Source: an optimization exercise on an open RTL-to-GDS flow (aim: small area and a short achievable clock period). Production flows keep margins and buffers that such runs may drop. Function was checked by simulation only, so behaviour that the tests miss may differ from the original. No activity file was given, so power comes from the tool's default toggle rates.

<file path="flow/constraint.sdc">
create_clock -name core_clock -period 8.0 [get_ports {clock}]
set_input_delay 1.6000 -clock core_clock [delete_from_list [all_inputs] [get_ports {clock}]]
set_output_delay 1.6000 -clock core_clock [all_outputs]
set_load 0.01 [all_outputs]
</file>
<file path="flow/config.mk">
export PLATFORM = sky130hd
export DESIGN_NAME = RegularFuzzification
export DESIGN_NICKNAME = RegularFuzzification
export VERILOG_FILES = /design/flow/design.v
export SDC_FILE = /design/flow/constraint.sdc
export NUM_CORES = 4
export LEC_CHECK = 0
export CAP_MARGIN = 20
export CORE_MARGIN = 2
export CORE_UTILIZATION = 40
export CTS_BUF_LIST = sky130_fd_sc_hd__clkbuf_4 sky130_fd_sc_hd__clkbuf_8
export CTS_CLUSTER_SIZE = 30
export SETUP_SLACK_MARGIN = 4.15
export SLEW_MARGIN = 20
</file>
<file path="flow/run.sh">
#!/bin/bash
# synth_recipe.tcl (not shown) runs the flow's synth.tcl, then flattens the netlist and writes it again
# the make line also repeats each setting of config.mk as NAME=value (left out here)
make -C /OpenROAD-flow-scripts/flow DESIGN_CONFIG=/design/flow/config.mk WORK_HOME=/design/flow/orfs CLKGATE_MAP_FILE= SYNTH_SCRIPT=/design/flow/synth_recipe.tcl finish
</file>
<file path="flow/design.v">
module RegularFuzzification(
  input        clock,
  input        reset,
  input        io_start,
  input  [9:0] io_inputs_0,
  input  [9:0] io_inputs_1,
  output       io_outResultValid,
  output [6:0] io_outResult
);
  function gt7(input [6:0] a, input [6:0] b);
    integer i;
    reg g;
    begin
      g = 1'b0;
      for (i = 0; i < 7; i = i + 1)
        g = (a[i] & ~b[i]) | (~(~a[i] & b[i]) & g);
      gt7 = g;
    end
  endfunction
  wire [9:0] xi = io_inputs_0;
  wire [7:0] yi = io_inputs_1[7:0];
  wire xa = xi > 10'd50,  xb = xi > 10'd150, xc = xi > 10'd200, xd = xi > 10'd300,
       xe = xi > 10'd350, xf = xi > 10'd450, xg = xi > 10'd500, xh = xi > 10'd550,
       xk = xi > 10'd600;
  wire a1 = xa && !xb, a2 = xb && !xc, a3 = xc && !xd, a5 = xe && !xf, a67 = xf && !xh,
       a78 = xg && !xk;
  wire [6:0] x7 = xi[6:0];
  wire [6:0] x1i = ({7{!xa}} & 7'd100)          | ({7{a1}}  & (7'd22 - x7)) |
                   ({7{a3}}  & (7'd44 - x7))     | ({7{a5}}  & (x7 + 7'd34)) |
                   ({7{a67}} & (7'd38 - x7));                    
  wire [6:0] x2i = ({7{a1}}  & (x7 + 7'd78))     | ({7{a3}}  & (x7 + 7'd56)) |
                   ({7{a78}} & (x7 + 7'd12))     | ({7{a2 || xk}} & 7'd100);   
  wire [1:0] ii  = {xe, xc};
  wire hxgi = (xi < 10'd100) || (xc && xi < 10'd250) || (xe && xi < 10'd525);
  wire hxei = (xi == 10'd100) || (xi == 10'd250) || (xd && !xe) || (xi == 10'd525);
  wire ya = yi > 8'd20,  yb = yi > 8'd40,  yc = yi > 8'd60,  yd = yi > 8'd80,
       ye = yi > 8'd100, yf = yi > 8'd120, yg = yi > 8'd140, yh = yi > 8'd160;
  wire [1:0] ji  = {yd, yb} == 2'b11 ? {1'b1, yf} : {1'b0, yb};
  wire s1 = ya && !yb, s2 = yc && !yd, s3 = ye && !yf, s4 = yg && !yh;
  wire [6:0] y5  = {yi[4:0], 2'b00} + yi[6:0];               
  wire [6:0] y2i = ({7{s1}} & (y5 + 7'd28)) | ({7{s2}} & (y5 + 7'd84)) |
                   ({7{s3}} & (y5 + 7'd12)) | ({7{s4}} & (y5 + 7'd68)) |
                   ({7{yh}} & 7'd100);                      
  wire       yp  = !(s1 || s2 || s3 || s4 || yh);           
  reg [6:0] X1, X2, Y2;
  reg       i1, i0, j1, j0, hxg, hxe;
  always @(posedge clock) if (io_start) begin
    X1 <= x1i;  X2 <= x2i;  {i1, i0} <= ii;  hxg <= hxgi; hxe <= hxei;
    Y2 <= y2i;  {j1, j0} <= ji;
  end
  wire [6:0] Y1  = 7'd100 - Y2;
  wire       hyg = Y2 < 7'd50;
  wire       hye = Y2 == 7'd50;
  wire g11 = gt7(X1, Y1);
  wire g12 = gt7(X1, Y2);
  wire g21 = gt7(X2, Y1);
  wire g22 = gt7(X2, Y2);
  wire a_X1 = (i1 && j1 && !g12 && hxg) ||
      (i1 && j1 && j0 && !g11 && hxg) ||
      (i1 && j1 && j0 && g11 && !g12);
  wire a_X2 = (i1 && !j1 && j0 && !g22) ||
      (i1 && j1 && !g21 && !hxg) ||
      (i1 && j1 && !j0 && !g22 && !hxg) ||
      (i1 && j1 && !j0 && !g21 && g22);
  wire a_Y1 = (i1 && j1 && j0 && !g11 && g21) ||
      (i1 && j1 && g21 && hyg) ||
      (i1 && j1 && j0 && g11 && hyg);
  wire a_Y2 = (i1 && !j1 && j0 && g22) ||
      (i1 && j1 && !j0 && g12 && !g22) ||
      (i1 && j1 && g12 && !hyg) ||
      (i1 && j1 && !j0 && g22 && !hyg);
  wire n_X1 = (!j1 && !j0 && !g11 && hxg) ||
      (!i0 && !j1 && j0 && !g11) ||
      (!i1 && i0 && j1 && j0 && !g11) ||
      (!i1 && i0 && j1 && !g12 && !g22) ||
      (!i0 && !j1 && !g12 && !g22) ||
      (!i0 && j1 && !j0 && !g11 && g12);
  wire n_X2 = (i0 && !j1 && j0 && !g21) ||
      (!j1 && !j0 && !g21 && !hxg) ||
      (!i0 && j1 && j0 && !g21) ||
      (i0 && !j1 && !j0 && g21 && !g22) ||
      (!i0 && j1 && g11 && g21) ||
      (!i1 && i0 && !j1 && j0 && !g22) ||
      (!i1 && i0 && j1 && !j0 && !g21 && g22) ||
      (!i0 && j1 && !g12 && hxg) ||
      (!i1 && i0 && !j1 && !g12 && !g21);
  wire n_Y1 = (i1 && !j1 && j0 && g21) ||
      (i0 && !j1 && !j0 && g11 && !g21) ||
      (i0 && !j1 && g21 && hyg) ||
      (!i0 && !j0 && !g22 && hyg) ||
      (!i0 && !j1 && !j0 && !g11 && !g12) ||
      (!i1 && i0 && j1 && !j0 && !g11 && g21) ||
      (!i0 && !j1 && !g22 && hyg) ||
      (!i0 && j1 && j0 && g21 && hyg) ||
      (!i0 && j1 && !j0 && !g21 && !hyg) ||
      (!i1 && i0 && j1 && j0 && g11 && hyg);
  wire n_Y2 = (!i0 && j1 && !g11 && !hyg) ||
      (!i1 && i0 && j1 && !g21 && hxg && !hyg) ||
      (!i1 && i0 && !j1 && !g11 && g21 && !hyg) ||
      (!i0 && !j1 && g12 && !hyg) ||
      (!i1 && i0 && j1 && !j0 && g12 && !g22) ||
      (i1 && !j1 && !j0 && g22 && !hyg) ||
      (!i0 && j1 && !j0 && !g11 && !g12);
  wire n_c0 = (i1 && j0) ||
      (j1 && j0 && hyg) ||
      (i1 && !hxg && !hxe) ||
      (i0 && j1 && !j0 && !g22) ||
      (!i0 && j1 && !j0 && g21) ||
      (j1 && j0 && hye) ||
      (i0 && !j1 && !j0 && !hxg && !hxe && hyg) ||
      (i1 && g21) ||
      (i0 && j1 && j0 && !g11) ||
      (!i0 && j1 && j0 && !g21) ||
      (i0 && !j1 && !j0 && g21 && hye);
  wire n_c1 = (i1) ||
      (i0 && !j1 && j0) ||
      (i0 && j1 && !j0 && g22) ||
      (j1 && j0 && g11 && g21) ||
      (i0 && !j1 && g21 && !g22) ||
      (i0 && j0 && !g21 && !hyg && !hye) ||
      (!i0 && j1 && j0 && g21 && !g22) ||
      (i0 && !j1 && !g11 && !hyg && !hye) ||
      (!i0 && j1 && j0 && g22 && !hyg && !hye);
  wire o_X1 = (i0 && !j1 && !g12) ||
      (i1 && j1 && !j0 && !g11) ||
      (!i0 && j1 && j0 && !g11) ||
      (i0 && !j1 && j0 && !g11) ||
      (!i0 && j1 && !g12 && !g22) ||
      (i0 && j1 && !j0 && !g21 && g22) ||
      (i0 && j1 && !j0 && !g11 && g12);
  wire o_X2 = (!i0 && !j1 && !g22) ||
      (!i1 && i0 && j1 && !g12 && !g22) ||
      (!i1 && i0 && j1 && j0 && !g21) ||
      (!i0 && !j1 && j0 && !g21) ||
      (!i0 && j1 && !j0 && !g21 && g22);
  wire o_Y1 = (i1 && j1 && !j0 && g11) ||
      (i0 && !j1 && j0 && g11 && hyg) ||
      (!i0 && j1 && !j0 && g21 && g22) ||
      (i0 && j1 && !j0 && g11 && !g21) ||
      (!i0 && !j1 && j0 && !g12 && hyg) ||
      (!i0 && j1 && j0 && !g22 && hyg) ||
      (!i1 && i0 && j1 && j0 && g21 && hyg);
  wire o_Y2 = (i0 && !j1 && !j0 && g12) ||
      (!i0 && !j1 && !j0 && g22) ||
      (!i0 && j1 && g12 && !hyg) ||
      (i0 && !j1 && g12 && !hyg) ||
      (!i1 && i0 && j1 && g22 && !hyg) ||
      (!i0 && !j1 && g22 && !hyg) ||
      (!i0 && j1 && !j0 && !g21 && !g22) ||
      (!i1 && i0 && j1 && !j0 && !g12 && g22);
  wire o_c3 = (i1) ||
      (i0 && j1 && j0) ||
      (i0 && j1 && g21);
  function [6:0] pick(input s1, input s2, input s3, input s4,
                      input [6:0] a, input [6:0] b, input [6:0] c, input [6:0] d);
    pick = ({7{s1}} & a) | ({7{s2}} & b) | ({7{s3}} & c) | ({7{s4}} & d);
  endfunction
  wire [6:0] ov = pick(o_X1, o_X2, o_Y1, o_Y2, X1, X2, Y1, Y2);
  wire [6:0] nv = pick(n_X1, n_X2, n_Y1, n_Y2, X1, X2, Y1, Y2);
  wire [6:0] av = pick(a_X1, a_X2, a_Y1, a_Y2, X1, X2, Y1, Y2);
  reg [6:0] rov, rnv;
  reg       ro3;
  reg [1:0] rnk;
  always @(posedge clock) if (io_start) begin
    rov <= ov;
    ro3 <= o_c3;
    rnv <= nv;
    rnk <= {n_c1, n_c0};
  end
  reg [6:0] rov2;
  reg       ro32;
  always @(posedge clock) if (io_start) begin
    rov2 <= rov;
    ro32 <= ro3;
  end
  wire [1:0] ok = {ro32, 1'b1};
  wire       take_new = gt7(rnv, rov2) || (rnv == rov2 && rnk < ok);
  wire [6:0] bv = take_new ? rnv : rov2;
  wire [1:0] bk = take_new ? rnk : ok;
  reg  [6:0] wv;
  reg  [2:0] wi;
  always @(posedge clock) if (io_start) begin
    wv <= bv;
    wi <= gt7(av, bv) ? 3'd4 : (bv == 7'd0) ? 3'd0 : {1'b0, bk};
  end
  reg  [6:0] wv2;
  reg  [2:0] wi2;
  always @(posedge clock) if (io_start) begin
    wv2 <= wv;
    wi2 <= wi;
  end
  wire r24gt = i1 && i0 && j1 && j0 && gt7(X2, wv2) && gt7(Y2, wv2);
  wire [2:0] fin = (wi2[2] || r24gt) ? 3'd4 : wi2;
  reg [2:0] f1, f2, f3, f4;
  always @(posedge clock) if (io_start) begin
    f1 <= fin;
    f2 <= f1;
    f3 <= f2;
    f4 <= f3;
  end
  assign io_outResultValid = 1'b0;
  assign io_outResult = io_start ? {4'd0, f4} : 7'd0;
endmodule
</file>
==> results by group, run 1 <==
Status
  • Run status: no timing/DRC/antenna violations

Setup path
  • Critical path's slowest cell: edfxtp_1
  • Reg2reg end: wi[0]
  • Worst EP required: 8.14 ns
  • Setup crit end kind: flop
  • CP bufs+invs: 2
  • R2R setup slack: between 4 and 5 ns
  • Family with the most delay on the worst path: compound AO/OA/AOI/OAI gates
  • Crit Reg-Reg Startpoint: Y2[0]
  • Startpoint types: flop
  • Worst-path cell chain: buf_4 > nor2b_1 > a211oi_1 > o21ai_1 > a21o_1 > o221a_2 > a211oi_4 > buf_4 > a22o_1 > a211oi_1 > maj3_2 > a211o_1 > and3_4
  • Setup CP Type: reg -> reg
  • CP startpoint: Y2[0]
  • CP Data Arrival Time: 3.98 ns
  • CP max FO: 11
  • Reg2Reg Depth: 13
  • Crit path largest cell delay: 0.47 ns

Clock tree
  • CTS max path bufs: 2
  • CTS root buffer: clkbuf_8
  • CTS tree: done
  • Htree depth: 3
  • CTS buffer count: 9
  • Clock slew at reported path FFs: 0.10 ns
  • Worst-Skew Late Latency: between 0.3 and 0.4 ns
  • CTS sink count: between 80 and 90

Finish
  • Layout cells sized above 1: 0.189
  • NumNets Final: slightly above 900
  • Layout area overhead: 18.6%
  • FILL cells: 1624
  • Ant diodes: 0
  • Cell area after layout: 0.00840 mm2
  • Commonest non-fill, non-tap cell in the layout: edfxtp_1
  • Most frequent cells in the layout: edfxtp_1, nand2_1, o21ai_0

STA
  • Fin crit period: slightly below 4 ns
  • Hold Vio Cnt, Final: 0
  • Final setup violation count: 0
  • Final Cycle Share: 0.480
  • Worst-Margin Slew: approximately 0.9 ns
  • RSZ-0062 raised after global routing: true
  • Final hold slack: approximately 0.42 ns
  • Slew headroom: 0.386
  • Slew Limit Fails: 0
  • Fmax: 260 MHz
  • Setup Total Neg Slack: 0 ns
  • Worst Skew: 0.0120 ns

Routing
  • Total wire length: around 20000 um
  • Routed Antenna Nets: 0
  • Drt pass-1 iters: 9
  • Total number of vias: 6689
  • Post-route DRC: 0
  • Initial DRC Count: 665
  • WL/cell: 18.7 um
  • DR vias/cell: 6.16

Pwr
  • Leak: around 3.1 nW
  • Cell Pwr Density: 228 mW/mm2
  • Max VDD drop: 0.000146 V

Global route
  • GRT met1 Usage: 0.300
  • Vias in the first global route: 5968
  • GR peak layer: met2
  • Initial antenna violation count: 0
  • Largest net degree at the start of global routing: 44
  • Met2 Track Usage GR: 0.346
  • Gr ovfl total: 0
  • First-pass GRT wire length: 31900 um
  • Met3 usage: 0.0319
  • GRT Util Overall: 0.218

Logic synthesis
  • Asr flop ratio synth: 0
  • Top cell type's share of synthesized area: 0.356
  • Synth top area cells: edfxtp_1, ha_1, o21ai_0
  • EDFF count, synth: 84
  • Yosys warnings: 1
  • Number of synthesized register bits: 84
  • Mapped Area: between 0.007 and 0.008 mm2
  • Predominant post-synthesis flop cell: edfxtp_1
  • Post-synthesis cell type count: 76
  • Seq/Total Area, Yosys: 0.356
  • Cell taking the most area after synthesis: edfxtp_1
  • Mapped Cells: 821
  • Post-Syn Area per Cell: between 8 and 9 um2

Floorplan
  • Die X: around 140 um
  • Num rows: 48
  • Full die area: 0.0188 mm2
  • Die Y: 137 um
  • Initial Utilization: 0.410
  • Core box area: 0.0173 mm2
  • Ports: 31

Place
  • I/O Buffers: 22
  • DP Area: 0.00742 mm2
  • Post-DP HPWL: roughly 14000 um
  • Routability cong.: 0.955

Run
  • Max Cap Viol: 0

Worst hold path
  • Hold path start: wv[2]
  • WHS Path Cells: 0
  • Tightest Hold Check Type: reg -> reg
  • Hold Path Sink: wv2[2]
## worst max-delay path by stage
stage | to | slack (ns) | cells past startpoint
after detailed placement | X1[5] | 2.80 | 12
after CTS | X1[6] | 4.15 | 13
final | wi[0] | 4.16 | 13
after global routing | wi[0] | 4.11 | 14
after global placement | X1[5] | 2.73 | 12
after floorplan | X1[6] | 4.17 | 12
## metrics by stage
stage | cells | utilization | total power [mW] | setup WS (ns)
finish | 1086 | 0.486 | 1.91 | 4.16
global route | 1086 | 0.486 | 2.03 | 4.11
CTS | 1064 | 0.463 | 1.82 | 4.15
detailed placement | 1023 | 0.429 | 1.44 | 2.80
global placement | 1023 | 0.429 | 1.44 | 2.73
floorplan | 825 | - | 1.22 | 4.17
## where the power goes
part,switching [mW],internal [mW]
clock network,0.169,0.153
registers,0.0741,0.616
logic,0.536,0.364
total,0.780,1.13
## cell type report
class | count | area, um2 | area share
Multi-Input combinational cell | 629 | 4500 | 0.536
Sequential cell | 84 | 2520 | 0.300
Timing Repair Buffer | 71 | 648 | 0.0772
Tap cell | 225 | 282 | 0.0335
Inverter | 61 | 236 | 0.0282
Clock buffer | 9 | 124 | 0.0147
Clock inverter | 7 | 88.8 | 0.0106
## metal layers
layer / wire length, um / part of all wire / vias to the layer above
met5: 0 / 0 / -
met4: 693 / 0.034 / 0
met3: 1430 / 0.070 / 54
met2: 9440 / 0.47 / 317
met1: 8730 / 0.43 / 3125
li1: - / - / 3193
## state kept, by name (all words and copies together) (netlist names)
| register | cells |
|---|---|
| wv2 | 7 |
| rov2 | 7 |
| i0 | 1 |
| f3 | 3 |
| f1 | 3 |
| hxe | 1 |
| X2 | 7 |
| X1 | 7 |
| j0 | 1 |
| i1 | 1 |
| Y2 | 7 |
| rov | 7 |
| wi | 3 |
| rnv | 7 |
| wv | 7 |
| ro3 | 1 |
| f4 | 3 |
| j1 | 1 |
| hxg | 1 |
| wi2 | 3 |
| ro32 | 1 |
| f2 | 3 |
| rnk | 2 |
## timing repair
item / in CTS / in global routing
gates cloned: 2 / 0
hold buffers: 0 / 0
gates resized for setup: 68 / 67
pin swaps: 8 / 24
setup buffers: 23 / 22
setup endpoints to repair: 36 / 24
## cell families (layout without fill, tap and decap cells)
family,Yosys count,in the layout,synth area share
compound gates,302,302,0.291
xor+xnor,13,13,0.0182
fa+ha+maj,58,58,0.0980
buf+inv,112,148,0.0638
flops,84,84,0.356
mux,1,1,0.00141
other cells,1,5,0.000529
simple gates,250,250,0.171
## cells in the mapped netlist, types with 15 or more instances
| cell | count |
|---|---|
| nor2_1 | 61 |
| o21ai_0 | 67 |
| nor3_1 | 16 |
| o22ai_1 | 15 |
| a21oi_1 | 52 |
| ha_1 | 40 |
| nand2_1 | 75 |
| a222oi_1 | 16 |
| inv_1 | 59 |
| nor2b_1 | 18 |
| a31oi_1 | 17 |
| edfxtp_1 | 84 |
| clkbuf_1 | 33 |
==> run 2: changes to the inputs <==
--- a/flow/config.mk
+++ b/flow/config.mk
@@ -10,5 +10,5 @@
 export CORE_UTILIZATION = 40
 export CTS_BUF_LIST = sky130_fd_sc_hd__clkbuf_4 sky130_fd_sc_hd__clkbuf_8
 export CTS_CLUSTER_SIZE = 30
-export SETUP_SLACK_MARGIN = 4.15
+export SETUP_SLACK_MARGIN = 3.8
 export SLEW_MARGIN = 20
==> run 2 against run 1 <==
Against the previous run: register-to-register slack got worse by 0.18 ns; area after synthesis did not move; worst hold slack got worse by 0.0076 ns; via count fell by 2.8%; final area fell by 6.7%.
==> results by group, run 2 <==
Logic synthesis
  • Synth top area cells: edfxtp_1, ha_1, o21ai_0
  • Post-synthesis mux area share: 0.00141
  • Commonest cells in the netlist: edfxtp_1, nand2_1, o21ai_0
  • Mapped Area: 0.00708 mm2
  • Xor/xnor cell area share of the yosys netlist: 0.0182
  • Main combinational cell family by area after synthesis: compound AO/OA/AOI/OAI gates
  • Top cell type's share of synthesized area: 0.356
  • Asr flop ratio synth: 0
  • Compound-cell area share of the yosys netlist: 0.291
  • Post-Syn Area per Cell: 8.63 um2
  • Post-synthesis adder-cell area fraction: 0.0980
  • Post-synthesis cell type count: 76
  • Predominant post-synthesis flop cell: edfxtp_1
  • Cell taking the most area after synthesis: edfxtp_1
  • Most common cell in the netlist: edfxtp_1
  • Yosys warnings: 1
  • Number of synthesized register bits: 84
  • Simple-Gate Fraction of Synth Area: 0.171
  • Seq/Total Area, Yosys: 0.356
  • Mapped Cells: 821
  • EDFF count, synth: 84

Clock tree
  • Post-CTS Hold Buffers: 0
  • CTS max path bufs: 2
  • Worst-Skew Late Latency: approximately 0.38 ns
  • Htree depth: 3
  • CTS tree: done
  • Clock slew at reported path FFs: 0.11 ns
  • CTS buffer count: 9
  • CTS root buffer: clkbuf_8
  • CTS sink count: 84

Finish
  • NumNets Final: 890
  • Commonest non-fill, non-tap cell in the layout: edfxtp_1
  • Most frequent cells in the layout: edfxtp_1, nand2_1, o21ai_0
  • Final Core Density: 0.453
  • Layout area overhead: 10.7%
  • Ant diodes: 0
  • Layout cells sized above 1: 0.105

Run
  • Max Cap Viol: 0

STA
  • Hold Vio Cnt, Final: 0
  • Fmax: 244 MHz
  • Fin crit period: between 4 and 5 ns
  • RSZ-0062 raised after global routing: false
  • Slew headroom: 0.404
  • Final Cycle Share: 0.512
  • Worst-Margin Slew: 0.894 ns
  • Worst Skew: 0.0199 ns
  • Final setup violation count: 0
  • Slew Limit Fails: 0
  • Setup Total Neg Slack: 0 ns

Global route
  • Met2 Track Usage GR: 0.346
  • GRT Util Overall: 0.212
  • Gr ovfl total: 0
  • Initial antenna violation count: 0
  • Vias in the first global route: 5864
  • GR peak layer: met2
  • First-pass GRT wire length: 31200 um
  • GRT met1 Usage: 0.291
  • Met3 usage: 0.0293
  • Largest net degree at the start of global routing: 54

Setup path
  • CP max FO: 35
  • CP Data Arrival Time: approximately 2.5 ns
  • Startpoint types: input pin
  • Worst EP required: about 6.4 ns
  • Setup CP Type: in -> out
  • Setup crit end kind: primary output

Routing
  • Routed Antenna Nets: 0
  • WL/cell: ~19 um
  • Drt pass-1 iters: 6
  • Total wire length: between 15000 and 20000 um
  • Total number of vias: 6501
  • Post-route DRC: 0
  • DR vias/cell: about 6
  • Initial DRC Count: approximately 650

Floorplan
  • Die Y: 137 um
  • Ports: 31
  • Die X: 137 um
  • Full die area: 0.0188 mm2
  • Initial Utilization: 0.410
  • Core box area: 0.0173 mm2
  • Num rows: 48

Worst hold path
  • Tightest Hold Check Type: reg -> reg

Place
  • Routability cong.: roughly 0.97
  • I/O Buffers: 22
  • Post-DP HPWL: 13900 um

Status
  • Run status: no timing/DRC/antenna violations

Pwr
  • Max VDD drop: approximately 0.00014 V
  • Leak: 2.91 nW
  • Cell Pwr Density: 227 mW/mm2
run 2: cell counts after synthesis:
Identical to the previous run, type by type.
run 2: cells by family (layout without fill, tap and decap cells):
| family | count (synthesis) | in the layout |
|---|---|---|
| AOI/OAI and AO/OA | 302 | 302 |
| other | 1 | 5 |
| adders and majority gates | 58 | 58 |
| and+or+nand+nor | 250 | 250 |
| DFF | 84 | 84 |
| xor gates and xnor gates | 13 | 13 |
| buffers and inverters | 112 | 118 |
| muxes | 1 | 1 |
run 2: layer usage:
layer | up-vias | part of all wire
met1 | 3047 | 0.45
met2 | 300 | 0.46
li1 | 3112 | -
met5 | - | 0
met3 | 42 | 0.066
met4 | 0 | 0.025
run 2: metrics by stage:
| stage | cells | hold WS [ns] | instance area [um2] | setup WS [ns] | power (mW) |
|---|---|---|---|---|---|
| after floorplan | 825 | 0.400 | 7100 | 3.90 | 1.22 |
| final | 1056 | 0.417 | 7840 | 3.90 | 1.78 |
| after CTS | 1045 | 0.422 | 7690 | 3.80 | 1.76 |
| after global routing | 1056 | 0.435 | 7840 | 3.78 | 1.90 |
| after global placement | 1024 | 0.401 | 7400 | 2.57 | 1.43 |
| after detailed placement | 1024 | 0.405 | 7400 | 2.62 | 1.44 |
run 2: layout make-up:
cell class	instances	area, um2
Fill cell	1706	9460
Tap cell	225	282
Clock buffer	9	124
Inverter	61	235
Sequential cell	84	2520
Multi-Input combinational cell	629	4240
Timing Repair Buffer	41	367
Clock inverter	7	76.3
run 2: power breakdown:
group | total [mW] | internal [mW] | leakage [nW] | switching, mW
registers | 0.689 | 0.616 | 0.825 | 0.0729
clock network | 0.305 | 0.124 | 0.103 | 0.181
logic | 0.788 | 0.295 | 1.99 | 0.493
total | 1.78 | 1.03 | 2.91 | 0.747
run 2: final timing paths:
kind | to | depth (start not counted) | slack (ns) | from
worst min-delay path | wi2[1] | 0 | 0.42 | wi[1]
worst max register to register | wi[1] | 14 | 3.98 | Y2[1]
worst min register to register | wi2[1] | 0 | 0.42 | wi[1]
worst max-delay path | io_outResult[1] | 3 | 3.90 | io_start
run 2: worst max-delay path: stages:
cell and delay, ns:
buf_12 0.18, and2_1 0.16, clkdlybuf4s50_1 0.52
run 2: what timing repair did:
action                     in CTS  in global routing
gates resized for setup        26                 28
setup endpoints to repair      34                 17
buffers inserted                5                 11
pin swaps                       0                  4
==> run 3: changes to the inputs <==
--- a/flow/config.mk
+++ b/flow/config.mk
@@ -5,10 +5,11 @@
 export SDC_FILE = /design/flow/constraint.sdc
 export NUM_CORES = 4
 export LEC_CHECK = 0
+export ABC_AREA = 1
 export CAP_MARGIN = 20
 export CORE_MARGIN = 2
 export CORE_UTILIZATION = 40
 export CTS_BUF_LIST = sky130_fd_sc_hd__clkbuf_4 sky130_fd_sc_hd__clkbuf_8
 export CTS_CLUSTER_SIZE = 30
-export SETUP_SLACK_MARGIN = 3.8
+export SETUP_SLACK_MARGIN = 4.0
 export SLEW_MARGIN = 20
==> run 3 against run 2 <==
Against the previous run: still clean on timing, DRC and antenna; synthesized cell count is 13% higher; worst hold slack better by 0.0039 ns; power is 2.9% lower; clock skew is 0.0094 ns lower; via count stayed put; critical path depth is 6 higher; non-clock buffer count is 16 lower; final area is 0.85% lower; cell count is 11% higher; register-to-register slack better by 0.64 ns.
==> results by group, run 3 <==
STA
  • Hold Vio Cnt, Final: 0
  • Worst Skew: between 0.01 and 0.015 ns
  • Fmax: around 260 MHz
  • Final worst slack: 4.08 ns
  • RSZ-0062 raised after global routing: false
  • Final setup violation count: 0
  • Fin crit period: 3.92 ns
  • Slew headroom: 0.246
  • Final Cycle Share: 0.490
  • Setup Total Neg Slack: 0 ns
  • Worst-Margin Slew: 1.12 ns
  • Slew Limit Fails: 0

Clock tree
  • Htree depth: 3
  • CTS tree: done
  • CTS max path bufs: 2
  • CTS sink count: 84
  • Worst-Skew Late Latency: 0.37 ns
  • CTS root buffer: clkbuf_8
  • CTS buffer count: 9
  • Clock slew at reported path FFs: 0.10 ns

Logic synthesis
  • Seq/Total Area, Yosys: 0.356
  • Predominant post-synthesis flop cell: edfxtp_1
  • Most common cell in the netlist: nand2_1
  • Asr flop ratio synth: 0
  • Mapped Area: between 0.007 and 0.008 mm2
  • EDFF count, synth: 84
  • Post-Syn Area per Cell: around 7.6 um2
  • Yosys warnings: 1
  • Post-synthesis cell type count: 59
  • Synth top area cells: edfxtp_1, nand2_1, inv_1
  • Mapped Cells: 929
  • Cell taking the most area after synthesis: edfxtp_1
  • Commonest cells in the netlist: nand2_1, inv_1, nor2_1
  • Top cell type's share of synthesized area: 0.356
  • Number of synthesized register bits: 84

Pwr
  • Overall power: approximately 1.7 mW
  • Max VDD drop: 0.000104 V
  • Leak: approximately 3.5 nW
  • Cell Pwr Density: 222 mW/mm2

Floorplan
  • Ports: 31
  • Core box area: about 0.017 mm2
  • Full die area: 0.0188 mm2
  • Die X: 137 um
  • Initial Utilization: 0.410
  • Die Y: 137 um
  • Num rows: 48

Finish
  • Commonest non-fill, non-tap cell in the layout: nand2_1
  • Layout area overhead: 9.61%
  • Ant diodes: 0
  • Most frequent cells in the layout: nand2_1, inv_1, nor2_1
  • NumNets Final: 1009
  • Layout cells sized above 1: 0.0937

Place
  • I/O Buffers: 22
  • Pre-CTS WS: roughly 3.2 ns
  • Post-DP HPWL: around 14000 um
  • Routability cong.: 0.967

Setup path
  • Worst EP required: 8.10 ns
  • Family with the most delay on the worst path: compound AO/OA/AOI/OAI gates
  • Critical path's slowest cell: clkdlybuf4s50_1
  • Setup crit end kind: flop
  • CP Data Arrival Time: roughly 4 ns
  • CP most frequent cell: nor2_1
  • Number of cells on the critical path: 9
  • Reg2reg end: wi[0]
  • Crit Reg-Reg Startpoint: Y2[1]
  • Setup CP Type: in -> reg
  • Startpoint types: input pin
  • CP bufs+invs: 1
  • CP max FO: 7
  • Crit path largest cell delay: around 0.55 ns
  • Worst-path cell chain: clkdlybuf4s50_1 > nor2_1 > nand2_1 > nor2_1 > nand4_1 > o22ai_1 > o21ai_0 > a31oi_1 > o221ai_1
  • R2R setup slack: between 4 and 5 ns
  • Reg2Reg Depth: 23

Global route
  • Gr ovfl total: 0
  • GRT Util Overall: 0.210
  • Initial antenna violation count: 0
  • First-pass GRT wire length: 30900 um
  • Vias in the first global route: 5864
  • Largest net degree at the start of global routing: 57

Routing
  • Total wire length: 19200 um
  • WL/cell: 16.3 um
  • Initial DRC Count: 704
  • Routed Antenna Nets: 0
  • DR vias/cell: ~5.5
  • Total number of vias: around 6500
  • Drt pass-1 iters: 6
  • Post-route DRC: 0

Worst hold path
  • Tightest Hold Check Type: reg -> reg
  • Hold path start: rov[3]
  • WHS Path Cells: 0
  • Hold Path Sink: rov2[3]

Run
  • Max Cap Viol: 0

Status
  • Run status: no timing/DRC/antenna violations
-- run 3: through the flow --
step                 util  instance area [um2]  instances  hold slack, ns
global placement    0.433                 7480       1157           0.400
finish              0.450                 7770       1175           0.420
CTS                 0.448                 7760       1174           0.423
floorplan               -                 7110        933           0.400
global route        0.450                 7770       1175           0.431
detailed placement  0.433                 7480       1157           0.405
-- run 3: routing by layer --
layer / share of wire / wire [um] / vias up / GRT usage
met5: 0 / 0 / - / 0
met2: 0.46 / 8820 / 267 / 0.336
met1: 0.45 / 8640 / 2999 / 0.291
met4: 0.023 / 442 / 0 / 0.0664
li1: - / - / 3199 / -
met3: 0.067 / 1280 / 36 / 0.0319
-- run 3: repair_timing --
item	4_1_cts	5_1_grt
gates resized for setup	14	16
cloned	1	0
setup buffers	0	1
setup endpoints to repair	18	18
hold buffers	0	0
pin swaps	0	1
-- run 3: where the power goes --
| part | leakage (nW) | switching, mW | internal, mW | total [mW] |
|---|---|---|---|---|
| sequential | 0.824 | 0.0711 | 0.617 | 0.688 |
| combinational | 2.62 | 0.502 | 0.243 | 0.745 |
| clock | 0.103 | 0.173 | 0.124 | 0.296 |
-- run 3: how the worst max path moves through the flow --
stage	startpoint	end	slack, ns
4_1_cts	io_inputs_0[2]	X1[5]	3.93
6_report	io_inputs_0[9]	X2[6]	4.08
3_5_place_dp	io_inputs_0[3]	X1[5]	3.24
2_1_floorplan	io_inputs_1[0]	Y2[6]	4.38
3_3_place_gp	io_inputs_0[3]	X1[5]	3.21
5_1_grt	io_inputs_1[3]	Y2[6]	3.99
-- run 3: area by class of cell --
class / instances / area, um2
fillers: 1786 / 9520
multi-input cells: 672 / 3900
flip-flops and latches: 84 / 2520
inverters: 153 / 579
repair buffers: 25 / 287
well taps: 225 / 282
clock buffers: 9 / 124
clock inverters: 7 / 81.3
-- run 3: kinds of logic (layout without fill, tap and decap cells) --
family | Yosys count | count (layout) | share of synthesized area
flip-flops | 84 | 84 | 0.356
multiplexers | 1 | 1 | 0.00141
other | 1 | 5 | 0.000529
buffers and inverters | 177 | 194 | 0.100
XOR/XNOR | 23 | 23 | 0.0295
AO/OA/AOI/OAI | 183 | 183 | 0.171
AND/OR/NAND/NOR | 419 | 419 | 0.268
adder cells (fa/ha/maj) | 41 | 41 | 0.0734
==> run 4: changes to the inputs <==
==> flow/config.mk (replaced) <==
export PLATFORM = sky130hd
export DESIGN_NAME = RegularFuzzification
export DESIGN_NICKNAME = RegularFuzzification
export VERILOG_FILES = /design/flow/design.v
export SDC_FILE = /design/flow/constraint.sdc
export NUM_CORES = 4
export LEC_CHECK = 0
export CAP_MARGIN = 20
export CORE_MARGIN = 2
export CORE_UTILIZATION = 40
export SETUP_SLACK_MARGIN = 4.0
export SLEW_MARGIN = 20
==> run 4 against run 3 <==
Against the previous run: critical path type unchanged; wire length increased by 4.9%; area after synthesis decreased by 0.14%; die area decreased by 0.14%; cell count decreased by 8.5%; critical endpoint is now X1[5]; non-clock buffer count increased by 35; global-route usage increased by 0.73 points; synthesized cell count decreased by 12%; critical path depth increased by 2; fmax decreased by 0.17%.
==> results by group, run 4 <==
Pwr
  • Leak: 3.09 nW
  • Overall power: 1.94 mW
  • Net Sw Frac: 0.401
  • Logic gate share of total power: 0.429
  • Max VDD drop: 0.000134 V
  • Sequential share of power: 0.358
  • Int Power: 1.16 mW
  • Cell Pwr Density: 236 mW/mm2
  • Clock share of power: 0.213
  • Net Switching: 777 uW

Worst hold path
  • Hold Path Sink: wi2[1]
  • Tightest Hold Check Type: reg -> reg
  • Hold path start: wi[1]
  • WHS Path Cells: 0

Clock tree
  • CTS sink count: 84
  • Clock slew at reported path FFs: roughly 0.07 ns
  • CTS tree: done
  • CTS root buffer: clkbuf_16
  • Worst-Skew Late Latency: 0.36 ns
  • Post-CTS Hold Buffers: 0
  • Htree depth: 3
  • CTS max path bufs: 2
  • CTS buffer count: 9

Logic synthesis
  • EDFF count, synth: 84
  • Seq/Total Area, Yosys: 0.356
  • Yosys warnings: 1
  • Commonest cells in the netlist: edfxtp_1, nand2_1, o21ai_0
  • Mapped Cells: 821
  • Number of synthesized register bits: between 80 and 90
  • Asr flop ratio synth: 0
  • Most common cell in the netlist: edfxtp_1
  • Cell taking the most area after synthesis: edfxtp_1
  • Predominant post-synthesis flop cell: edfxtp_1
  • Post-Syn Area per Cell: between 8 and 9 um2
  • Top cell type's share of synthesized area: 0.356
  • Synth top area cells: edfxtp_1, ha_1, o21ai_0
  • Post-synthesis cell type count: 76
  • Mapped Area: a little over 0.007 mm2

Setup path
  • Startpoint types: input pin
  • Critical path's slowest cell: a2111oi_1
  • R2R setup slack: slightly above 4 ns
  • Crit Reg-Reg Startpoint: Y2[1]
  • Setup CP Type: in -> reg
  • Setup crit end kind: flop
  • CP max FO: 18
  • Reg2Reg Depth: 14
  • Worst EP required: 8.10 ns
  • Family with the most delay on the worst path: compound AO/OA/AOI/OAI gates
  • Reg2reg end: wi[1]
  • Crit path largest cell delay: roughly 0.42 ns
  • CP bufs+invs: 2
  • Worst-path cell chain: buf_2 > ha_2 > nand2_1 > o31ai_1 > nor2_1 > o21ai_0 > nor3_1 > buf_4 > a2111oi_1 > a31oi_1 > or2_2
  • CP Data Arrival Time: 4.03 ns

Finish
  • Commonest non-fill, non-tap cell in the layout: edfxtp_1
  • NumNets Final: 909
  • Non-filler instance count after layout: 1075
  • FILL cells: between 1500 and 2000
  • Layout area overhead: 16.1%
  • Most frequent cells in the layout: edfxtp_1, nand2_1, o21ai_0
  • Layout cells sized above 1: 0.146
  • Cell area after layout: 0.00823 mm2
  • Ant diodes: 0

Global route
  • Largest net degree at the start of global routing: 44
  • GRT Util Overall: 0.217
  • Initial antenna violation count: 0
  • First-pass GRT wire length: 32100 um
  • Gr ovfl total: 0
  • Vias in the first global route: ~6000

Run
  • Max Cap Viol: 0

STA
  • Slew Limit Fails: 0
  • Final setup violation count: 0
  • RSZ-0062 raised after global routing: false
  • Slew headroom: 0.375
  • Hold Vio Cnt, Final: 0
  • Fin crit period: 3.92 ns
  • Worst Skew: around 0.0078 ns
  • Setup Total Neg Slack: 0 ns
  • Final hold slack: about 0.42 ns
  • Fmax: 255 MHz
  • Worst-Margin Slew: 0.938 ns
  • Final Cycle Share: 0.491

Floorplan
  • Initial Utilization: 0.410
  • Die X: 137 um
  • Full die area: 0.0188 mm2
  • Ports: 31
  • Num rows: 48
  • Core box area: 0.0173 mm2
  • Die Y: 137 um

Routing
  • DR vias/cell: between 6 and 7
  • Post-route DRC: 0
  • Total number of vias: ~6600
  • WL/cell: 18.7 um
  • Routed Antenna Nets: 0
  • Total wire length: around 20000 um
  • Initial DRC Count: 625
  • Drt pass-1 iters: 7

Place
  • I/O Buffers: 22
  • Post-DP HPWL: between 10000 and 15000 um
  • Placed insts: 1023
  • Routability cong.: 0.964
  • DP Area: 0.00741 mm2

Status
  • Run status: no timing/DRC/antenna violations
==> run 4: worst register-to-register path: stages (launching register included) <==
cell	delay [ns]
edfxtp_1	0.51
inv_2	0.11
buf_4	0.17
o311ai_1	0.47
o21ai_1	0.18
a21o_2	0.34
o221a_2	0.29
a211oi_4	0.36
buf_4	0.19
a222oi_1	0.08
buf_4	0.17
a21o_1	0.17
o211a_1	0.11
a211o_1	0.31
and3_1	0.22
==> run 4: cells by family after synthesis <==
| logic type | Yosys count | share of synthesized area |
|---|---|---|
| compound gates | 302 | 0.291 |
| xor+xnor | 13 | 0.0182 |
| fa+ha+maj | 58 | 0.0980 |
| buf+inv | 112 | 0.0638 |
| flops | 84 | 0.356 |
| mux | 1 | 0.00141 |
| other cells | 1 | 0.000529 |
| simple gates | 250 | 0.171 |
==> run 4: worst max path at each step <==
stage	depth (start not counted)	to	startpoint	slack, ns
5_1_grt	11	X1[5]	io_inputs_0[0]	3.98
4_1_cts	12	X1[5]	io_inputs_0[0]	3.98
3_5_place_dp	12	X1[5]	io_inputs_0[1]	2.75
2_1_floorplan	12	X1[6]	io_inputs_0[1]	4.02
3_3_place_gp	12	X1[5]	io_inputs_0[1]	2.74
6_report	11	X1[5]	io_inputs_0[4]	4.08
==> run 4: power by group through the flow <==
stage               Sequential [mW]  Combinational, mW  Clock [mW]
global route                  0.706              0.908       0.439
global placement              0.707              0.727           0
floorplan                     0.658              0.560           0
detailed placement            0.710              0.729           0
finish                        0.695              0.831       0.413
CTS                           0.700              0.774       0.422
==> run 4: cell type report <==
cell class / count / area, um2 / share of cell area
clock buffer: 9 / 225 / 0.0274
clock inverter: 7 / 78.8 / 0.00958
inverter: 61 / 231 / 0.0281
multi-input combinational: 629 / 4340 / 0.527
sequential: 84 / 2520 / 0.307
tap: 225 / 282 / 0.0342
timing repair buffer: 60 / 551 / 0.0669
==> run 4: stage by stage <==
| stage | utilization | setup slack (ns) |
|---|---|---|
| floorplan | - | 4.02 |
| global placement | 0.428 | 2.74 |
| detailed placement | 0.428 | 2.75 |
| CTS | 0.462 | 3.98 |
| global route | 0.476 | 3.98 |
| finish | 0.476 | 4.08 |
==> run 4: metal layers <==
layer | vias up | share of wire | wire [um] | GRT usage
met5 | - | 0 | 0 | 0
met4 | 0 | 0.027 | 552 | 0.0716
met3 | 48 | 0.068 | 1360 | 0.0311
met2 | 290 | 0.46 | 9300 | 0.351
met1 | 3139 | 0.44 | 8920 | 0.298
li1 | 3153 | - | - | -
==> run 4: timing repair <==
action | 4_1_cts | 5_1_grt
gates cloned | 2 | 0
gates resized for setup | 57 | 27
setup endpoints to repair | 35 | 24
setup buffers | 12 | 22
pin swaps | 7 | 8
==> run 5: changes to the inputs <==
--- a/flow/design.v
+++ b/flow/design.v
@@ -37,11 +37,10 @@
        ye = yi > 8'd100, yf = yi > 8'd120, yg = yi > 8'd140, yh = yi > 8'd160;
   wire [1:0] ji  = {yd, yb} == 2'b11 ? {1'b1, yf} : {1'b0, yb};
   wire s1 = ya && !yb, s2 = yc && !yd, s3 = ye && !yf, s4 = yg && !yh;
-  wire [6:0] y5  = {yi[4:0], 2'b00} + yi[6:0];               
-  wire [6:0] y2i = ({7{s1}} & (y5 + 7'd28)) | ({7{s2}} & (y5 + 7'd84)) |
-                   ({7{s3}} & (y5 + 7'd12)) | ({7{s4}} & (y5 + 7'd68)) |
-                   ({7{yh}} & 7'd100);                      
-  wire       yp  = !(s1 || s2 || s3 || s4 || yh);           
+  wire [2:0] ty  = yi[4:2] + {s3 || s4, s1 || s3, 1'b1};
+  wire [4:0] ti  = {ty, yi[1:0]};
+  wire [6:0] t5i = {ti, 2'b00} + {2'b00, ti};
+  wire [6:0] y2i = ({7{s1 || s2 || s3 || s4}} & t5i) | ({7{yh}} & 7'd100);
   reg [6:0] X1, X2, Y2;
   reg       i1, i0, j1, j0, hxg, hxe;
   always @(posedge clock) if (io_start) begin
--- a/flow/config.mk
+++ b/flow/config.mk
@@ -5,8 +5,11 @@
 export SDC_FILE = /design/flow/constraint.sdc
 export NUM_CORES = 4
 export LEC_CHECK = 0
+export ABC_AREA = 1
 export CAP_MARGIN = 20
 export CORE_MARGIN = 2
 export CORE_UTILIZATION = 40
-export SETUP_SLACK_MARGIN = 4.0
+export CTS_BUF_LIST = sky130_fd_sc_hd__clkbuf_4 sky130_fd_sc_hd__clkbuf_8
+export CTS_CLUSTER_SIZE = 30
+export SETUP_SLACK_MARGIN = 3.9
 export SLEW_MARGIN = 20
==> run 5 against run 4 <==
Against the previous run: wire length decreased by 5.8%; largest power group unchanged; highest routed layer unchanged; fmax decreased by 2.9%; core utilization decreased by 1.8 points; critical path type unchanged; non-clock buffer count decreased by 24; clock-buffer cell count unchanged; sequential cell count unchanged; die area decreased by 3.8%; critical endpoint is now Y2[6]; sequential share of layout area increased by 2.6 points; register-to-register slack improved by 0.28 ns; via count decreased by 5.6%; cell count increased by 6.2%; synthesized cell count increased by 8.4%.
==> results by group, run 5 <==
Clock tree
  • Clock slew at reported path FFs: around 0.10 ns
  • CTS root buffer: clkbuf_8
  • Worst-Skew Late Latency: 0.38 ns
  • CTS tree: done
  • Htree depth: 3
  • CTS sink count: 84
  • CTS max path bufs: 2
  • CTS buffer count: 9
  • Post-CTS Hold Buffers: 0

Logic synthesis
  • Seq/Total Area, Yosys: 0.371
  • Predominant post-synthesis flop cell: edfxtp_1
  • Main combinational cell family by area after synthesis: simple AND/OR/NAND/NOR gates
  • Xor/xnor cell area share of the yosys netlist: 0.0243
  • Post-synthesis adder-cell area fraction: 0.0739
  • Post-Syn Area per Cell: between 7 and 8 um2
  • Number of synthesized register bits: 84
  • Top cell type's share of synthesized area: 0.371
  • Mapped Area: just under 0.007 mm2
  • Simple-Gate Fraction of Synth Area: 0.266
  • Most common cell in the netlist: nand2_1
  • Post-synthesis mux area share: 0
  • Mapped Cells: 890
  • Cell taking the most area after synthesis: edfxtp_1
  • Yosys warnings: 1
  • Compound-cell area share of the yosys netlist: 0.166
  • Post-synthesis cell type count: 56
  • Commonest cells in the netlist: nand2_1, inv_1, nor2_1
  • Synth top area cells: edfxtp_1, nand2_1, inv_1
  • Asr flop ratio synth: 0
  • EDFF count, synth: 84

Pwr
  • Leak: 3.37 nW
  • Overall power: 1.68 mW
  • Cell Pwr Density: around 220 mW/mm2
  • Max VDD drop: about 0.000091 V

Finish
  • Final Core Density: 0.457
  • Layout cells sized above 1: 0.116
  • Layout area overhead: 11.4%
  • Commonest non-fill, non-tap cell in the layout: nand2_1
  • Most frequent cells in the layout: nand2_1, inv_1, nor2_1
  • Non-filler instance count after layout: 1142
  • Ant diodes: 0
  • Cell area after layout: 0.00758 mm2
  • NumNets Final: 979

Routing
  • Post-route DRC: 0
  • Drt pass-1 iters: 5
  • DR vias/cell: ~5.5
  • Total wire length: 19000 um
  • Routed Antenna Nets: 0
  • WL/cell: around 17 um
  • Total number of vias: roughly 6300
  • Initial DRC Count: 551

Place
  • Pre-CTS WS: 3.12 ns
  • DP Area: 0.00722 mm2
  • I/O Buffers: 22
  • Placed insts: 1113
  • Routability cong.: 0.962
  • Post-DP HPWL: 14100 um

Global route
  • Largest net degree at the start of global routing: between 70 and 80
  • Gr ovfl total: 0
  • GRT Util Overall: 0.218
  • First-pass GRT wire length: 30800 um
  • Initial antenna violation count: 0
  • Vias in the first global route: 5764

STA
  • Final worst slack: slightly below 4 ns
  • Fmax: approximately 250 MHz
  • Worst-Margin Slew: 0.999 ns
  • Final Cycle Share: 0.505
  • Slew Limit Fails: 0
  • Final setup violation count: 0
  • Setup Total Neg Slack: 0 ns
  • Final hold slack: ~0.42 ns
  • Hold Vio Cnt, Final: 0
  • Slew headroom: 0.333
  • Worst Skew: 0.0124 ns
  • RSZ-0062 raised after global routing: true
  • Fin crit period: approximately 4 ns

Floorplan
  • Die X: 134 um
  • Num rows: 47
  • Ports: 31
  • Full die area: 0.0181 mm2
  • Initial Utilization: 0.410
  • Die Y: 134 um
  • Core box area: 0.0166 mm2

Status
  • Run status: no timing/DRC/antenna violations

Setup path
  • CP Data Arrival Time: 4.19 ns
  • Startpoint types: input pin
  • Worst EP required: 8.14 ns
  • Setup crit end kind: flop
  • Setup CP Type: in -> reg
  • CP max FO: 3

Run
  • Max Cap Viol: 0

Worst hold path
  • Tightest Hold Check Type: reg -> reg
-- run 5: changes by cell type in the layout (fill, tap and decap cells not counted), sizes merged, moves of 15 or more --
cell | previous run | this run
nand2 | 75 | 217
inv | 65 | 144
nor2 | 61 | 103
nand3 | 13 | 48
o21ai | 84 | 56
buf | 40 | 17
a21oi | 52 | 32
nor2b | 18 | 0
maj3 | 17 | 0
a222oi | 16 | 0
nand2b | 15 | 0
-- run 5: timing repair --
action,4_1_cts,5_1_grt
gates resized for setup,17,36
pin swaps,4,12
setup buffers,10,3
setup endpoints to repair,13,14
-- run 5: path summary, 6_finish.rpt --
kind / start / to / slack (ns) / depth (start not counted)
setup / recovery: io_inputs_1[2] / Y2[6] / 3.96 / 18
hold / removal: wi[0] / wi2[0] / 0.42 / 0
setup reg to reg: Y2[1] / rnv[5] / 4.36 / 18
hold reg to reg: wi[0] / wi2[0] / 0.42 / 0
-- run 5: cell families (layout without fill, tap and decap cells) --
| logic type | count (synthesis) | count (layout) |
|---|---|---|
| AOI/OAI and AO/OA | 173 | 173 |
| xor gates and xnor gates | 18 | 18 |
| adders and majority gates | 39 | 39 |
| buffers and inverters | 170 | 198 |
| DFF | 84 | 84 |
| other | 1 | 5 |
| and+or+nand+nor | 405 | 405 |
-- run 5: final cells by class --
type                            instances  area [um2]
Clock inverter                          7        78.8
Multi-Input combinational cell        640        3680
Tap cell                              220         275
Fill cell                            1712        9000
Sequential cell                        84        2520
Timing Repair Buffer                   36         337
Inverter                              146         559
Clock buffer                            9         124
-- run 5: report_power, final --
group / leakage [nW] / internal [mW] / switching (mW)
Clock: 0.102 / 0.124 / 0.181
Sequential: 0.824 / 0.616 / 0.0701
Combinational: 2.44 / 0.220 / 0.471
Total: 3.37 / 0.960 / 0.723
-- run 5: layer usage --
metal	part of all wire	wire length (um)	GRT usage
met5	0	0	0
met4	0.027	505	0.0760
met3	0.070	1320	0.0321
met2	0.45	8460	0.336
met1	0.46	8680	0.313
-- run 5: critical path: stages --
cell and delay, ns:
dlygate4sd2_1 0.27, nor2_4 0.11, inv_2 0.06, nor2_2 0.12, nand4_1 0.12, o21ai_2 0.21, a21oi_2 0.09, fa_2 0.36
xor2_1 0.15, xor2_1 0.20, ha_1 0.31, inv_2 0.04, nor2_1 0.09, inv_1 0.07, a21oi_2 0.18, a21oi_2 0.07
o21ai_1 0.07, nand2_1 0.06
==> run 6: changes to the inputs <==
--- a/flow/config.mk
+++ b/flow/config.mk
@@ -11,5 +11,5 @@
 export CORE_UTILIZATION = 40
 export CTS_BUF_LIST = sky130_fd_sc_hd__clkbuf_4 sky130_fd_sc_hd__clkbuf_8
 export CTS_CLUSTER_SIZE = 30
-export SETUP_SLACK_MARGIN = 3.9
+export SETUP_SLACK_MARGIN = 4.1
 export SLEW_MARGIN = 20
==> run 6 against run 5 <==
Against the previous run: synthesized cell count unchanged; sequential cell count is the same; global-route usage increased by 0.59 points; sequential power about the same; critical endpoint unchanged; first-iteration DRC count fell by 5.4%; worst setup slack gained 0.11 ns; critical path type unchanged; highest routed layer unchanged; clock skew about the same; final area grew 0.64%; sequential share of layout area shrank 0.21 points.
==> results by group, run 6 <==
Status
  • Run status: no timing/DRC/antenna violations

Logic synthesis
  • Top cell type's share of synthesized area: 0.371
  • Mapped Area: 0.00681 mm2
  • Synth top area cells: edfxtp_1, nand2_1, inv_1
  • Number of synthesized register bits: 84
  • Asr flop ratio synth: 0
  • Commonest cells in the netlist: nand2_1, inv_1, nor2_1
  • Post-Syn Area per Cell: 7.65 um2
  • Predominant post-synthesis flop cell: edfxtp_1
  • Yosys warnings: 1
  • Cell taking the most area after synthesis: edfxtp_1
  • Most common cell in the netlist: nand2_1
  • EDFF count, synth: 84
  • Mapped Cells: 890
  • Post-synthesis cell type count: 56
  • Seq/Total Area, Yosys: 0.371

Place
  • Routability cong.: 0.955
  • I/O Buffers: 22
  • Pre-CTS WS: just over 3 ns
  • Post-DP HPWL: roughly 14000 um
  • Placed insts: 1112

Finish
  • Final Core Density: 0.460
  • Non-filler instance count after layout: 1139
  • Layout area overhead: 12.1%
  • Ant diodes: 0
  • Most frequent cells in the layout: nand2_1, inv_1, nor2_1
  • Commonest non-fill, non-tap cell in the layout: nand2_1
  • NumNets Final: 976
  • Layout cells sized above 1: 0.122

Pwr
  • Max VDD drop: 0.0000854 V
  • Leak: 3.37 nW
  • Net Switching: 719 uW
  • Logic gate share of total power: 0.400
  • Sequential share of power: 0.395
  • Overall power: 1.74 mW
  • Clock share of power: 0.205
  • Int Power: between 1 and 1.5 mW
  • Net Sw Frac: 0.413
  • Cell Pwr Density: roughly 230 mW/mm2

Setup path
  • CP Data Arrival Time: 4.08 ns
  • Setup CP Type: in -> reg
  • CP max FO: 3
  • Family with the most delay on the worst path: adder cells
  • End of the critical path: Y2[6]
  • Reg2Reg Depth: 19
  • Worst EP required: just over 8 ns
  • Reg2reg end: rnv[0]
  • Worst-path cell chain: dlygate4sd2_1 > nor2_4 > inv_2 > nor2_4 > nand4_1 > o21ai_2 > a21oi_2 > fa_2 > xor2_1 > xor2_1 > ha_1 > inv_2 > nor2_1 > inv_1 > a21oi_2 > a21oi_1 > o21ai_1 > nand2_1
  • Crit Reg-Reg Startpoint: Y2[1]
  • Critical path's slowest cell: fa_2
  • Startpoint types: input pin
  • CP startpoint: io_inputs_1[2]
  • Setup crit end kind: flop
  • R2R setup slack: 4.36 ns
  • Number of cells on the critical path: 18
  • Crit path largest cell delay: ~0.35 ns
  • CP bufs+invs: 4

Clock tree
  • CTS buffer count: 9
  • Worst-Skew Late Latency: 0.39 ns
  • Clock slew at reported path FFs: roughly 0.1 ns
  • Post-CTS Hold Buffers: 0
  • CTS root buffer: clkbuf_8
  • CTS sink count: 84
  • CTS tree: done
  • CTS max path bufs: 2
  • Htree depth: 3

Worst hold path
  • Tightest Hold Check Type: reg -> reg

Routing
  • Post-route DRC: 0
  • Total number of vias: between 6000 and 7000
  • DR vias/cell: 5.49
  • Routed Antenna Nets: 0
  • Initial DRC Count: approximately 520
  • WL/cell: 16.9 um
  • Drt pass-1 iters: 5
  • Total wire length: about 19000 um

Global route
  • GRT Util Overall: 0.224
  • Largest net degree at the start of global routing: 44
  • Vias in the first global route: roughly 5800
  • First-pass GRT wire length: ~31000 um
  • GR peak layer: met2
  • Initial antenna violation count: 0
  • Met2 Track Usage GR: 0.341
  • Met3 usage: 0.0514
  • GRT met1 Usage: 0.319
  • Gr ovfl total: 0

Floorplan
  • Core box area: ~0.017 mm2
  • Die Y: 134 um
  • Full die area: 0.0181 mm2
  • Ports: 31
  • Initial Utilization: 0.410
  • Num rows: 47
  • Die X: 134 um

STA
  • Worst Skew: around 0.012 ns
  • Fmax: 254 MHz
  • Final worst slack: between 4 and 5 ns
  • Final setup violation count: 0
  • Final Cycle Share: 0.491
  • Worst-Margin Slew: 0.933 ns
  • Fin crit period: 3.93 ns
  • RSZ-0062 raised after global routing: true
  • Setup Total Neg Slack: 0 ns
  • Slew Limit Fails: 0
  • Hold Vio Cnt, Final: 0
  • Slew headroom: 0.378

Run
  • Max Cap Viol: 0
run 6: per-stage QoR:
stage	hold slack (ns)	area [um2]
2_1_floorplan	0.400	6850
3_3_place_gp	0.400	7220
3_5_place_dp	0.405	7220
4_1_cts	0.420	7550
5_1_grt	0.431	7630
6_report	0.420	7630
run 6: repair_timing:
action | CTS | global route
buffers inserted | 3 | 6
pin swaps | 7 | 12
setup endpoints to repair | 21 | 13
hold endpoints to repair | 0 | 0
cloned | 2 | 0
resized for setup | 41 | 29
run 6: logic make-up (layout without fill, tap and decap cells):
group           after synthesis  after routing  synth area share
buf+inv                     170            195            0.0991
simple gates                405            405             0.266
other cells                   1              5          0.000551
flops                        84             84             0.371
xor+xnor                     18             18            0.0243
compound gates              173            173             0.166
fa+ha+maj                    39             39            0.0739
run 6: final cells by class:
type / count / area (um2)
fill: 1693 / 8950
multi-input combinational: 640 / 3700
sequential: 84 / 2520
inverter: 146 / 558
timing repair buffer: 33 / 348
tap: 220 / 275
clock buffer: 9 / 124
clock inverter: 7 / 104
run 6: worst min path at each step:
stage           from      to  slack, ns  depth (start not counted)
6_report       f1[1]   f2[1]       0.42                          0
3_5_place_dp   f1[0]   f2[0]       0.40                          0
3_3_place_gp   f3[0]   f4[0]       0.40                          0
2_1_floorplan  f1[0]   f2[0]       0.40                          0
4_1_cts        f1[1]   f2[1]       0.42                          0
5_1_grt        wv[5]  wv2[5]       0.43                          0
run 6: routing by layer:
layer | up-vias | wire length [um]
met2 | 263 | 8580
met4 | 0 | 384
met3 | 32 | 1450
li1 | 3075 | -
met5 | - | 0
met1 | 2881 | 8870
run 6: power by group through the flow:
stage	clock, mW	combinational [mW]	sequential [mW]
final	0.357	0.696	0.687
after CTS	0.365	0.676	0.686
after floorplan	0	0.500	0.656
after global placement	0	0.667	0.694
after detailed placement	0	0.667	0.696
after global routing	0.385	0.779	0.697
==> run 7: changes to the inputs <==
--- a/flow/config.mk
+++ b/flow/config.mk
@@ -11,5 +11,5 @@
 export CORE_UTILIZATION = 40
 export CTS_BUF_LIST = sky130_fd_sc_hd__clkbuf_4 sky130_fd_sc_hd__clkbuf_8
 export CTS_CLUSTER_SIZE = 30
-export SETUP_SLACK_MARGIN = 4.1
+export SETUP_SLACK_MARGIN = 4.0
 export SLEW_MARGIN = 20
==> run 7 against run 6 <==
Against the previous run: worst setup slack worse by 0.026 ns; final area is 1.3% lower; die area did not move; non-clock buffer count rose by 4; critical path depth fell by 6; clock skew about the same; combinational power decreased by 1%; synthesized cell count is the same; sequential power barely moved; sequential share of layout area is 0.44 points higher; highest routed layer unchanged.
==> results by group, run 7 <==
Routing
  • Total number of vias: roughly 6300
  • WL/cell: 16.8 um
  • Drt pass-1 iters: 5
  • Initial DRC Count: 526
  • Total wire length: 19200 um
  • Routed Antenna Nets: 0
  • DR vias/cell: roughly 5.5
  • Post-route DRC: 0

Floorplan
  • Num rows: 47
  • Full die area: 0.0181 mm2
  • Die X: approximately 130 um
  • Ports: 31
  • Core box area: between 0.015 and 0.02 mm2
  • Die Y: 134 um
  • Initial Utilization: 0.410

Clock tree
  • CTS root buffer: clkbuf_8
  • Clock slew at reported path FFs: 0.09 ns
  • CTS sink count: 84
  • CTS tree: done
  • CTS buffer count: 9
  • Worst-Skew Late Latency: 0.37 ns
  • Htree depth: 3
  • CTS max path bufs: 2
  • Post-CTS Hold Buffers: 0

Place
  • Routability cong.: 0.933
  • I/O Buffers: 22
  • Placed insts: ~1100
  • Post-DP HPWL: 14200 um

Logic synthesis
  • Commonest cells in the netlist: nand2_1, inv_1, nor2_1
  • EDFF count, synth: 84
  • Yosys warnings: 1
  • Top cell type's share of synthesized area: 0.371
  • Synth top area cells: edfxtp_1, nand2_1, inv_1
  • Post-synthesis cell type count: 56
  • Most common cell in the netlist: nand2_1
  • Seq/Total Area, Yosys: 0.371
  • Mapped Cells: 890
  • Post-Syn Area per Cell: 7.65 um2
  • Asr flop ratio synth: 0
  • Number of synthesized register bits: 84
  • Cell taking the most area after synthesis: edfxtp_1
  • Mapped Area: a little under 0.007 mm2
  • Predominant post-synthesis flop cell: edfxtp_1

Setup path
  • CP Data Arrival Time: around 4.2 ns
  • CP max FO: 9
  • Critical path's slowest cell: clkdlybuf4s50_1
  • Startpoint types: input pin
  • Crit path largest cell delay: 0.59 ns
  • Setup crit end kind: flop
  • Setup CP Type: in -> reg
  • Worst EP required: 8.22 ns
  • Worst-path cell chain: clkdlybuf4s50_1 > nor2_2 > inv_1 > nor3_1 > nand4_1 > o21ai_2 > nand2_1 > nand2_1 > inv_1 > o32ai_1 > a31oi_1 > o21ai_0

Worst hold path
  • Tightest Hold Check Type: reg -> reg

Pwr
  • Leak: roughly 3.3 nW
  • Int Power: 955 uW
  • Net Switching: about 710 uW
  • Net Sw Frac: 0.428
  • Logic gate share of total power: 0.413
  • Max VDD drop: roughly 0.000099 V
  • Clock share of power: 0.176
  • Sequential share of power: 0.411
  • Overall power: 1.67 mW
  • Cell Pwr Density: 222 mW/mm2

STA
  • Final Cycle Share: 0.494
  • Final setup violation count: 0
  • Worst Skew: 0.0126 ns
  • Hold Vio Cnt, Final: 0
  • Fin crit period: 3.96 ns
  • Setup Total Neg Slack: 0 ns
  • Fmax: 253 MHz
  • Slew headroom: 0.340
  • Worst-Margin Slew: between 0.9 and 1 ns
  • Slew Limit Fails: 0
  • RSZ-0062 raised after global routing: true

Global route
  • Initial antenna violation count: 0
  • Largest net degree at the start of global routing: 85
  • Vias in the first global route: 5879
  • Gr ovfl total: 0
  • GRT Util Overall: 0.218
  • First-pass GRT wire length: 30900 um

Finish
  • Layout area overhead: 10.6%
  • Most frequent cells in the layout: nand2_1, inv_1, nor2_1
  • Ant diodes: 0
  • Commonest non-fill, non-tap cell in the layout: nand2_1
  • Layout cells sized above 1: 0.119
  • NumNets Final: 980
  • Non-filler instance count after layout: 1143

Run
  • Max Cap Viol: 0

Status
  • Run status: no timing/DRC/antenna violations
## run 7: cell counts after synthesis
Identical to the previous run, type by type.
## run 7: metrics by stage
step / utilization / instance area (um2) / hold WS, ns / setup WS (ns)
floorplan: - / 6840 / 0.400 / 3.91
global placement: 0.435 / 7220 / 0.401 / 3.04
detailed placement: 0.435 / 7220 / 0.405 / 3.09
CTS: 0.450 / 7460 / 0.421 / 4.03
global route: 0.454 / 7530 / 0.429 / 3.89
finish: 0.454 / 7530 / 0.424 / 4.04
## run 7: path summary, 6_finish.rpt
path,startpoint,depth (start not counted),endpoint,slack [ns]
setup reg to reg,Y2[2],19,wi[1],4.49
hold / removal,f2[0],0,f3[0],0.42
hold reg to reg,f2[0],0,f3[0],0.42
setup / recovery,io_inputs_0[9],12,X1[3],4.04
## run 7: what timing repair did
action	in CTS	in global routing
endpoints found under the setup margin	16	14
endpoints found under the hold margin	0	0
buffers inserted	8	4
resized for setup	32	30
pin swaps	10	13
## run 7: final cells by class
cell class / instances / area (um2)
Clock buffer: 9 / 124
Clock inverter: 7 / 61.3
Fill cell: 1725 / 9050
Inverter: 146 / 557
Multi-Input combinational cell: 640 / 3670
Sequential cell: 84 / 2520
Tap cell: 220 / 275
Timing Repair Buffer: 37 / 318
## run 7: kinds of logic after synthesis
family                     share of synthesized area
other                                       0.000551
xor gates and xnor gates                      0.0243
AOI/OAI and AO/OA                              0.166
and+or+nand+nor                                0.266
buffers and inverters                         0.0991
adders and majority gates                     0.0739
DFF                                            0.371
## run 7: critical path, delay by kind of cell
| family | cells | cell delay, ns |
|---|---|---|
| AND/OR/NAND/NOR | 5 | 1.09 |
| AO/OA/AOI/OAI | 4 | 0.66 |
| buffers and inverters | 3 | 0.81 |
## run 7: layer usage
layer	global-route usage	up-vias	routed length, um
li1	-	3078	-
met5	0	-	0
met3	0.0363	42	1150
met2	0.340	262	8650
met4	0.0696	0	483
met1	0.308	2915	8910
## run 7: power by group through the flow
stage          logic [mW]  clock network (mW)  registers (mW)
2_1_floorplan       0.497                   0           0.656
3_3_place_gp        0.667                   0           0.694
3_5_place_dp        0.669                   0           0.696
4_1_cts             0.673               0.303           0.687
5_1_grt             0.773               0.321           0.697
6_report            0.689               0.294           0.686

-- afterwards: timing with drivers on the ports --
The flow's constraints put no driver on any port. The routed layouts listed below were extracted and timed again, unchanged, in two steps.
Step 1 (the two cells are an assumption about what drives the block):
set clk [get_ports {clock}]
set_driving_cell -lib_cell sky130_fd_sc_hd__clkbuf_16 $clk
set_driving_cell -lib_cell sky130_fd_sc_hd__buf_2 [delete_from_list [all_inputs] $clk]
Step 2 moves the port delays by t, midway between the first and last clock arrival at a register: inputs arrive t later, outputs are due t later. That takes back most of the time a late clock gives input paths.
a / b / c = ideal / step 1 / step 2; a / b = the first two.
run	t (ns)	slack for setup (ns)	worst hold slack (ns)	worst data-port slew with drivers (ns)	cell pins on the clock port's net
run 1	0.404	4.157 / 4.056 / 3.854	0.424 / 0.424 / 0.424	0.20	1
run 2	0.410	3.903 / 3.839 / 3.544	0.417 / 0.417 / 0.417	0.06	1
run 3	0.401	4.083 / 4.096 / 3.696	0.420 / 0.420 / 0.420	0.16	1
run 4	0.392	4.076 / 4.078 / 3.704	0.420 / 0.420 / 0.420	0.17	1
run 5	0.407	3.959 / 3.939 / 3.556	0.416 / 0.416 / 0.416	0.06	1
run 6	0.415	4.070 / 4.079 / 3.663	0.420 / 0.420 / 0.420	0.18	1
run 7	0.397	4.044 / 4.035 / 3.648	0.424 / 0.424 / 0.424	0.06	1
After both steps every run listed still meets setup and hold. The setup slack of run 6, which loses most, moves by +0.009 ns with the drivers and by -0.407 ns with both steps.
